From an optimization exercise on the open Yosys and OpenROAD flow, aimed at small area and a short achievable clock period; shortcuts taken in it are not production practice.
In this exercise RTL edits were held to simulation tests only and were not proved equivalent to the original.
Power is estimated from default activity; no workload was simulated.

==> flow/design.v (excerpt) <==
module riscv_pipe(
    input         clk,
    input         res,
    output [31:0] imem_addr,
    input  [31:0] imem_rdata,
    output [31:0] dmem_addr,
    output [31:0] dmem_wdata,
    output        dmem_we,
    output        dmem_re,
    input  [31:0] dmem_rdata,
    output        wb_we,
    output [4:0]  wb_rd,
    output [31:0] wb_data
);
    reg [31:0] pc;           
    reg [31:0] ir;           
    reg [31:0] oh1, oh2;     
    reg        fw1, fw2;     
    reg [31:0] p_x, g_x;     
    reg [31:0] sd_x;         
    reg [4:0]  rd_x;
    reg        rw_x, ld_x, st_x, br_x;
    reg        sub_x, log_x;
    reg [1:0]  lop_x;        
    reg [31:0] pc_x;         
    reg [7:0]  toff_x;       
    reg [31:0] alu_m;        
    reg [31:0] sd_m;
    reg [4:0]  rd_m;
    reg        rw_m, ld_m, st_m;
    reg [31:0] t_m;          
    reg        tinc_m, tdec_m;
    reg        pcsrc;
    reg [31:0] sumpc;
    reg [31:0] wd;           
    reg [4:0]  rd_w;
    reg        rw_w;
    reg [3:0]  weh_w;        
    reg [7:0]  wel_w;        
    reg [31:0] rf [0:31];
    function [31:0] ks_sum;
        input [31:0] p, g;
        input        cin;
        reg   [31:0] gc, pc_, gn, pn;
        integer      d, b;
        begin
            gc = {g[31:1], g[0] | (p[0] & cin)};
            pc_ = p;
            for (d = 1; d < 32; d = d * 2) begin
                gn = gc;
                pn = pc_;
                for (b = d; b < 32; b = b + 1) begin
                    gn[b] = gc[b] | (pc_[b] & gc[b-d]);
                    pn[b] = pc_[b] & pc_[b-d];
                end
                gc = gn;
                pc_ = pn;
            end
            ks_sum = p ^ {gc[30:0], cin};
        end
    endfunction
    wire [6:0] n_opc = imem_rdata[6:0];
    wire n_st  = n_opc == 7'b0100011;
    wire n_src = n_opc == 7'b0010011 || n_opc == 7'b0000011 || n_st;
    wire nfw1  = rd_x != imem_rdata[19:15];
    wire nfw2  = rd_x != imem_rdata[24:20];
  ...
clock: 7.0 ns
lec_check: 0
cap_margin: 20
core_margin: 2
core_utilization: 45
place_density: 0.55
setup_slack_margin: 4.3
slew_margin: 20
tns_end_percent: 5
standard.sh (not shown) runs the stock make flow with config.mk's settings and CLKGATE_MAP_FILE= SYNTH_SCRIPT=/design/flow/synth_recipe.tcl, a recipe that flattens the netlist after the stock synthesis.
==> flow/flow/run.sh <==
#!/bin/bash
# The standard ORFS layout (standard.sh), with these make variables changed:
#  - the port buffers are buf_2 cells (the default pick is a slow delay buffer)
#  - repair may resize a cell into one of another footprint
#  - clock tree synthesis inserts no dummy loads and clusters up to 24
#    flip-flops within 60 um per leaf buffer
# make's output goes to flow_make.log; each ORFS step logs to orfs/logs/.
set -o pipefail
bash standard.sh MATCH_CELL_FOOTPRINT=0 \
    "BUFFER_PORTS_ARGS=-buffer_cell sky130_fd_sc_hd__buf_2" \
    "CTS_ARGS=-sink_clustering_enable -repair_clock_nets -dont_use_dummy_load -sink_clustering_size 24 -sink_clustering_max_diameter 60" \
    finish > flow_make.log 2>&1
Edit:
--- a/flow/design.v
+++ b/flow/design.v
@@ -8,21 +8,20 @@
     output        dmem_we,
     output        dmem_re,
     input  [31:0] dmem_rdata,
     output        wb_we,
     output [4:0]  wb_rd,
     output [31:0] wb_data
 );
     reg [31:0] pc;           
     reg [31:0] ir;           
     reg [31:0] oh1, oh2;     
-    reg        fw1, fw2;     
     reg [31:0] p_x, g_x;     
     reg [31:0] sd_x;         
     reg [4:0]  rd_x;
     reg        rw_x, ld_x, st_x, br_x;
     reg        sub_x, log_x;
     reg [1:0]  lop_x;        
     reg [31:0] pc_x;         
     reg [7:0]  toff_x;       
     reg [31:0] alu_m;        
     reg [31:0] sd_m;
@@ -52,46 +51,37 @@
                 for (b = d; b < 32; b = b + 1) begin
                     gn[b] = gc[b] | (pc_[b] & gc[b-d]);
                     pn[b] = pc_[b] & pc_[b-d];
                 end
                 gc = gn;
                 pc_ = pn;
             end
             ks_sum = p ^ {gc[30:0], cin};
         end
     endfunction
-    wire [6:0] n_opc = imem_rdata[6:0];
-    wire n_st  = n_opc == 7'b0100011;
-    wire n_src = n_opc == 7'b0010011 || n_opc == 7'b0000011 || n_st;
-    wire nfw1  = rd_x != imem_rdata[19:15];
-    wire nfw2  = rd_x != imem_rdata[24:20];
     always @(posedge clk)
         if (res)
             pc <= 32'd0;
         else
             pc <= pcsrc ? sumpc : ks_sum(pc ^ 32'd4, pc & 32'd4, 1'b0);
     always @(posedge clk)
         if (res)
             {ir[24:15], ir[11:0]} <= 22'd0;
         else
             {ir[24:15], ir[11:0]} <= {imem_rdata[24:15], imem_rdata[11:0]};
     always @(posedge clk)
         if (res) begin
             oh1 <= 32'd0;
             oh2 <= 32'd0;
-            fw1 <= 1'b0;
-            fw2 <= 1'b0;
-        end else begin
-            oh1 <= nfw1 ? 32'd1 << imem_rdata[19:15] : 32'd0;
-            oh2 <= (nfw2 & ~n_src) | n_st ? 32'd1 << imem_rdata[24:20] : 32'd0;
-            fw1 <= ~nfw1;
-            fw2 <= ~nfw2;
+        end else begin
+            oh1 <= 32'd1 << imem_rdata[19:15];
+            oh2 <= 32'd1 << imem_rdata[24:20];
         end
     always @(posedge clk) begin
         ir[31:25] <= imem_rdata[31:25];
         ir[14:12] <= imem_rdata[14:12];
     end
     wire [6:0] opc = ir[6:0];
     wire [4:0] rs1 = ir[19:15];
     wire [4:0] rs2 = ir[24:20];
     wire [2:0] f3  = ir[14:12];
     wire [6:0] f7  = ir[31:25];
@@ -122,34 +112,35 @@
             else if (f7 == 7'b0000000 && f3 == 3'b100) begin a_log = 1'b1; a_lop = 2'b10; end
             else a_log = 1'b1;
         end else if (is_i) begin
             if (f3 == 3'b000) ;
             else if (f3 == 3'b110) begin a_log = 1'b1; a_lop = 2'b01; end
             else if (f3 == 3'b100) begin a_log = 1'b1; a_lop = 2'b10; end
             else a_log = 1'b1;
         end
     end
     wire [31:0] wd_next = ld_m ? dmem_rdata : alu_m;
+    wire fwd1 = rd_m == rs1;
+    wire fwd2 = rd_m == rs2;
     wire alusrc = is_i | is_ld | is_st;
     reg [31:0] rdata1, rdata2;
     integer i;
     always @(*) begin
         rdata1 = 32'd0;
         rdata2 = 32'd0;
         for (i = 0; i < 32; i = i + 1) begin
             rdata1 = rdata1 | ({32{oh1[i]}} & rf[i]);
             rdata2 = rdata2 | ({32{oh2[i]}} & rf[i]);
         end
     end
-    wire [31:0] opnd2  = (is_st ? 32'd0 : rdata2) | ({32{fw2}} & wd_next) |
-                         ({32{~fw2 & alusrc}} & {25'd0, imm7});
-    wire [31:0] opnd1  = rdata1 | ({32{fw1}} & wd_next);
+    wire [31:0] opnd2  = fwd2 ? wd_next : alusrc ? {25'd0, imm7} : rdata2;
+    wire [31:0] opnd1  = fwd1 ? wd_next : rdata1;
     wire [31:0] opnd2s = a_sub ? ~opnd2 : opnd2;
     always @(posedge clk)
         if (res) begin
             rd_x <= 5'd0; rw_x <= 1'b0; ld_x <= 1'b0; st_x <= 1'b0; br_x <= 1'b0;
             log_x <= 1'b1; lop_x <= 2'b11;
         end else begin
             rd_x   <= ir[11:7];
             rw_x   <= is_r | is_i | is_ld;
             ld_x   <= is_ld;
             st_x   <= is_st;
=> The changed run went through all stages and came out clean; non-clock buffer count came out higher by 24; sequential power grows by about 7%; worst hold slack is about the same; via count falls by about 0.8%; count of clock-buffer cells in the layout is unchanged; setup slack degrades by 12 ps; power went up by 6.8%; final area is higher by 0.97%; core utilization increases by 0.37 points.

-- port drivers added, routing unchanged --
No port has a modelled driver above. Below, the same layouts with a new extraction and two added sets of constraints.
Step 1, drivers: a clkbuf_16 drives clk and a buf_2 each remaining input, both assumed.
Step 2 adds t to the input delays and takes it off the output delays; t is the mean of the earliest and latest rising clock arrival at the registers after step 1. Input paths then give back, and output paths get back, about the clock's delay inside the block.
a / b / c = ideal / step 1 / step 2; a / b = the first two.
run	t (ns)	slack for setup (ns)	worst setup path after step 2	worst register clock-pin slew, ns	cell pins on the clock port's net
the first run	0.817	4.102 / 4.021 / 3.676	input to register	0.10 / 0.10	1
the second run	0.824	4.090 / 4.069 / 3.754	input to register	0.10 / 0.10	1
After both steps setup and hold are still met in every run listed. The setup slack of the first run, which loses most, moves by -0.081 ns with the drivers and by -0.426 ns with both steps.
